This design comes from an exercise in tuning for small area on the open sky130 flow, not from production work. RTL that was checked went through simulation tests only; none was proved equivalent to the original. Power figures rest on the tool's default switching activity, not on a simulated workload.

== lane 1 ==
// fir
module fir #(parameter DWIDTH = 16)
(
  input clk,
  input rstn,
  input signed [DWIDTH-1:0] i_data,
  output signed [(2*DWIDTH)-1:0] o_data
);
For scale: ~1300 cells after synthesis, roughly 560 flip-flops, roughly 50 I/O pins, ~20000 um^2 of cells after synthesis.
clock: 8.0 ns
lec_check: 0
cap_margin: 20
core_margin: 2
core_utilization: 40
slew_margin: 20
synth_hierarchical: 1
synth_minimum_keep_size: 0
standard.sh (not shown) runs the stock make flow with config.mk's settings and CLKGATE_MAP_FILE= SYNTH_SCRIPT=/design/flow/synth_recipe.tcl, a recipe that flattens the netlist after the stock synthesis.
==> flow/flow/run.sh <==
#!/bin/bash
set -euo pipefail
cd "$(dirname "$0")/.."
export CTS_ARGS="-sink_clustering_enable -repair_clock_nets -dont_use_dummy_load -sink_clustering_size 16 -sink_clustering_max_diameter 60 -buf_list {sky130_fd_sc_hd__clkbuf_8}"
export BUFFER_PORTS_ARGS="-buffer_cell sky130_fd_sc_hd__buf_1"
bash standard.sh > flow_make.log 2>&1
> inputs changed (lane 1 -> lane 2)
# lane 1
export LEC_CHECK = 0
export CAP_MARGIN = 20
export CORE_MARGIN = 2
export CORE_UTILIZATION = 40
export SLEW_MARGIN = 20
export SYNTH_HIERARCHICAL = 1
export SYNTH_MINIMUM_KEEP_SIZE = 0
create_clock -name core_clock -period 8.0 [get_ports {clk}]
# lane 2
export LEC_CHECK = 0
export CAP_MARGIN = 20
export CORE_MARGIN = 2
export CORE_UTILIZATION = 40
export GPL_TIMING_DRIVEN = 0
export SLEW_MARGIN = 20
export SYNTH_HIERARCHICAL = 1
export SYNTH_MINIMUM_KEEP_SIZE = 0
create_clock -name core_clock -period 8.0 [get_ports {clk}]
==> flow/flow/run.sh <==
#!/bin/bash
set -euo pipefail
cd "$(dirname "$0")/.."
export CTS_ARGS="-sink_clustering_enable -repair_clock_nets -dont_use_dummy_load -sink_clustering_size 18 -sink_clustering_max_diameter 70 -buf_list {sky130_fd_sc_hd__clkbuf_8}"
export BUFFER_PORTS_ARGS="-buffer_cell sky130_fd_sc_hd__buf_1"
bash standard.sh > flow_make.log 2>&1
==> comparison <==
Hold slack is lower on lane 2. Changes observed in lane 2 relative to lane 1: critical path data arrival time now sits higher; largest clock skew in the final design saw a decrease; maximum number of pins on one net before global-route repair moved down; routed wire length lower. The detailed route wirelength on metal3 reported for lane 2 is smaller than that of lane 1 by 98 um. Minimum period implied by the final worst setup slack delta (lane 2 − lane 1): unfavourable. On cell count, lane 1 tracks lane 2 almost exactly. Lane 2 vs. lane 1: switching portion of total power went up by 0.20 points.
No run of this note included a check of the RTL's function; only the layout flow was run.

* * *

## run 1
Another version of the RTL of fir (not shown whole).
Size in the first run: ~560 flip-flops, roughly 50 I/O pins, roughly 20000 um^2 of cells after synthesis.
export LEC_CHECK = 0
export CAP_MARGIN = 20
export CORE_MARGIN = 2
export CORE_UTILIZATION = 40
export SLEW_MARGIN = 20
export SYNTH_HIERARCHICAL = 1
export SYNTH_MINIMUM_KEEP_SIZE = 0
create_clock -name core_clock -period 8.0 [get_ports {clk}]
==> flow/flow/run.sh <==
#!/bin/bash
set -euo pipefail
cd "$(dirname "$0")/.."
export CTS_ARGS="-sink_clustering_enable -repair_clock_nets -dont_use_dummy_load -sink_clustering_size 18 -sink_clustering_max_diameter 70 -buf_list {sky130_fd_sc_hd__clkbuf_8}"
export BUFFER_PORTS_ARGS="-buffer_cell sky130_fd_sc_hd__buf_1"
bash standard.sh > flow_make.log 2>&1
Per the final summary, run 1 finished and its layout is clean on timing, DRC and antenna.
### run 1 -> run 2
==> flow/flow/run.sh <==
#!/bin/bash
set -euo pipefail
cd "$(dirname "$0")/.."
export CTS_ARGS="-sink_clustering_enable -repair_clock_nets -dont_use_dummy_load -sink_clustering_size 10 -sink_clustering_max_diameter 50 -buf_list {sky130_fd_sc_hd__clkbuf_4}"
export BUFFER_PORTS_ARGS="-buffer_cell sky130_fd_sc_hd__buf_1"
bash standard.sh > flow_make.log 2>&1
--- outcome ---
After detailed routing, run 1 needs less wire than run 2.
Number of diodes for run 2: 4 up relative to run 1
| net switching power | run 2 vs run 1 | about 1.6% higher |

* * *

fir, a different RTL version from the one above (not shown whole).
For scale: ~1400 cells after synthesis, roughly 50 I/O pins.
==> flow/config.mk <==
export PLATFORM = sky130hd
export DESIGN_NAME = fir
export DESIGN_NICKNAME = fir
export VERILOG_FILES = /design/flow/design.v
export SDC_FILE = /design/flow/constraint.sdc
export NUM_CORES = 4
export LEC_CHECK = 0
export CAP_MARGIN = 20
export CORE_MARGIN = 2
export CORE_UTILIZATION = 40
export SLEW_MARGIN = 20
export SYNTH_HIERARCHICAL = 1
export SYNTH_MINIMUM_KEEP_SIZE = 0
==> flow/constraint.sdc <==
create_clock -name core_clock -period 8.0 [get_ports {clk}]
set_input_delay 1.6000 -clock core_clock [delete_from_list [all_inputs] [get_ports {clk}]]
set_output_delay 1.6000 -clock core_clock [all_outputs]
set_load 0.01 [all_outputs]
==> flow/flow/run.sh <==
#!/bin/bash
set -euo pipefail
cd "$(dirname "$0")/.."
export CTS_ARGS="-sink_clustering_enable -repair_clock_nets -dont_use_dummy_load -sink_clustering_size 25 -sink_clustering_max_diameter 100 -buf_list {sky130_fd_sc_hd__clkbuf_16}"
export BUFFER_PORTS_ARGS="-buffer_cell sky130_fd_sc_hd__buf_1"
bash standard.sh > flow_make.log 2>&1
Change:
==> flow/run.sh (new file) <==
#!/bin/bash
# synth_recipe.tcl (not shown) runs the flow's synth.tcl, then flattens the netlist and writes it again
# the make line also repeats each setting of config.mk as NAME=value (left out here)
make -C /OpenROAD-flow-scripts/flow DESIGN_CONFIG=/design/flow/config.mk WORK_HOME=/design/flow/orfs CLKGATE_MAP_FILE= SYNTH_SCRIPT=/design/flow/synth_recipe.tcl finish
CTS_BUF_LIST = sky130_fd_sc_hd__clkbuf_4   (was default)
removed: flow/flow/run.sh
removed: flow/standard.sh
- The changed run went through all stages and came out clean
- worst setup slack improves by 0.049 ns
- wire length went up by 2.8%
- hold slack improves by 0.029 ns
- count of clock-buffer cells in the layout went up by 177
- cell area went up by 6.0%
- area after synthesis does not change
- synthesized cell count stays the same
Change:
CORE_UTILIZATION = 70   (was 40)
CTS_BUF_LIST = sky130_fd_sc_hd__clkbuf_8   (was sky130_fd_sc_hd__clkbuf_4)
After rerunning: Now the flow finished but failed the layout checks on negative setup slack; register-to-register slack is worse by 0.51 ns; wire length goes up by 19%; clock skew goes down by 0.0053 ns; sequential power barely changes; sequential share of layout area goes up by 0.60 points; via count goes up by 5.2%; fmax goes down by 6.4%; first-iteration DRC count goes up to 2.8 times its value; synthesized cell count stays the same; total power goes up by 3.6%.
Change:
==> flow/flow/run.sh (new file) <==
#!/bin/bash
set -euo pipefail
cd "$(dirname "$0")/.."
export CTS_ARGS="-sink_clustering_enable -repair_clock_nets -dont_use_dummy_load -sink_clustering_size 18 -sink_clustering_max_diameter 70 -buf_list {sky130_fd_sc_hd__clkbuf_8}"
export BUFFER_PORTS_ARGS="-buffer_cell sky130_fd_sc_hd__buf_1"
bash standard.sh > flow_make.log 2>&1
==> flow/standard.sh (new file) <==
#!/bin/bash
# synth_recipe.tcl (not shown) runs the flow's synth.tcl, then flattens the netlist and writes it again
# the make line also repeats each setting of config.mk as NAME=value (left out here)
make -C /OpenROAD-flow-scripts/flow DESIGN_CONFIG=/design/flow/config.mk WORK_HOME=/design/flow/orfs CLKGATE_MAP_FILE= SYNTH_SCRIPT=/design/flow/synth_recipe.tcl "${@:-finish}"
CORE_UTILIZATION = 40   (was 70)
CTS_BUF_LIST = default   (was sky130_fd_sc_hd__clkbuf_8)
removed: flow/run.sh
Outcome: Now the flow finished clean. Worst hold slack is worse by 0.0060 ns. Combinational power drops by roughly a tenth. Non-clock buffer count drops by 2. Die area climbs by well over a third. Global-route usage drops by 17 points. Cell count climbs by roughly a tenth. Critical path depth drops by 1. Routed wire length drops by about a fifth. Worst setup slack is better by 0.47 ns.
Change:
==> flow/run.sh (new file) <==
#!/bin/bash
# synth_recipe.tcl (not shown) runs the flow's synth.tcl, then flattens the netlist and writes it again
# the make line also repeats each setting of config.mk as NAME=value (left out here)
make -C /OpenROAD-flow-scripts/flow DESIGN_CONFIG=/design/flow/config.mk WORK_HOME=/design/flow/orfs CLKGATE_MAP_FILE= SYNTH_SCRIPT=/design/flow/synth_recipe.tcl finish
CTS_BUF_LIST = sky130_fd_sc_hd__clkbuf_2 sky130_fd_sc_hd__clkbuf_4 sky130_fd_sc_hd__clkbuf_8   (was default)
CTS_CLUSTER_SIZE = 20   (was default)
removed: flow/flow/run.sh
removed: flow/standard.sh
Outcome:
- wire length rose by 1.5%
- design area rose by 7.5%
- sequential share of layout area fell by 3.5 points
- synthesized cell count is unchanged

-- port drivers added, routing unchanged --
How much do the figures lean on ideal ports? The routed layouts below were timed once more, with nothing changed but the port constraints. Step 1, drivers: a clkbuf_16 drives clk and a buf_2 each remaining input, both assumed. Step 2 also shifts input and output timing later by t, the mid clock arrival at the registers, as if the neighbouring blocks saw the same clock. a / b / c = ideal / step 1 / step 2; a / b = the first two.
run	shift t [ns]	setup slack, ns	latest minus earliest clock arrival (ns)	pins driven straight from the clock port
lane 1	0.649	0.455 / 0.455 / 0.455	0.115 / 0.114	1
lane 2	0.638	0.361 / 0.361 / 0.361	0.080 / 0.080	1
run 1	0.629	0.362 / 0.362 / 0.362	0.092 / 0.091	1
run 2	0.792	0.357 / 0.357 / 0.357	0.104 / 0.104	1
the first run of note 3	0.627	0.443 / 0.443 / 0.443	0.100 / 0.099	1
the second run of note 3	0.948	0.492 / 0.492 / 0.492	0.053 / 0.053	1
the third run of note 3	0.674	-0.021 / -0.021 / -0.021	0.046 / 0.047	1
the fourth run of note 3	0.646	0.445 / 0.445 / 0.445	0.086 / 0.086	1
the fifth run of note 3	0.697	0.459 / 0.459 / 0.459	0.024 / 0.024	1
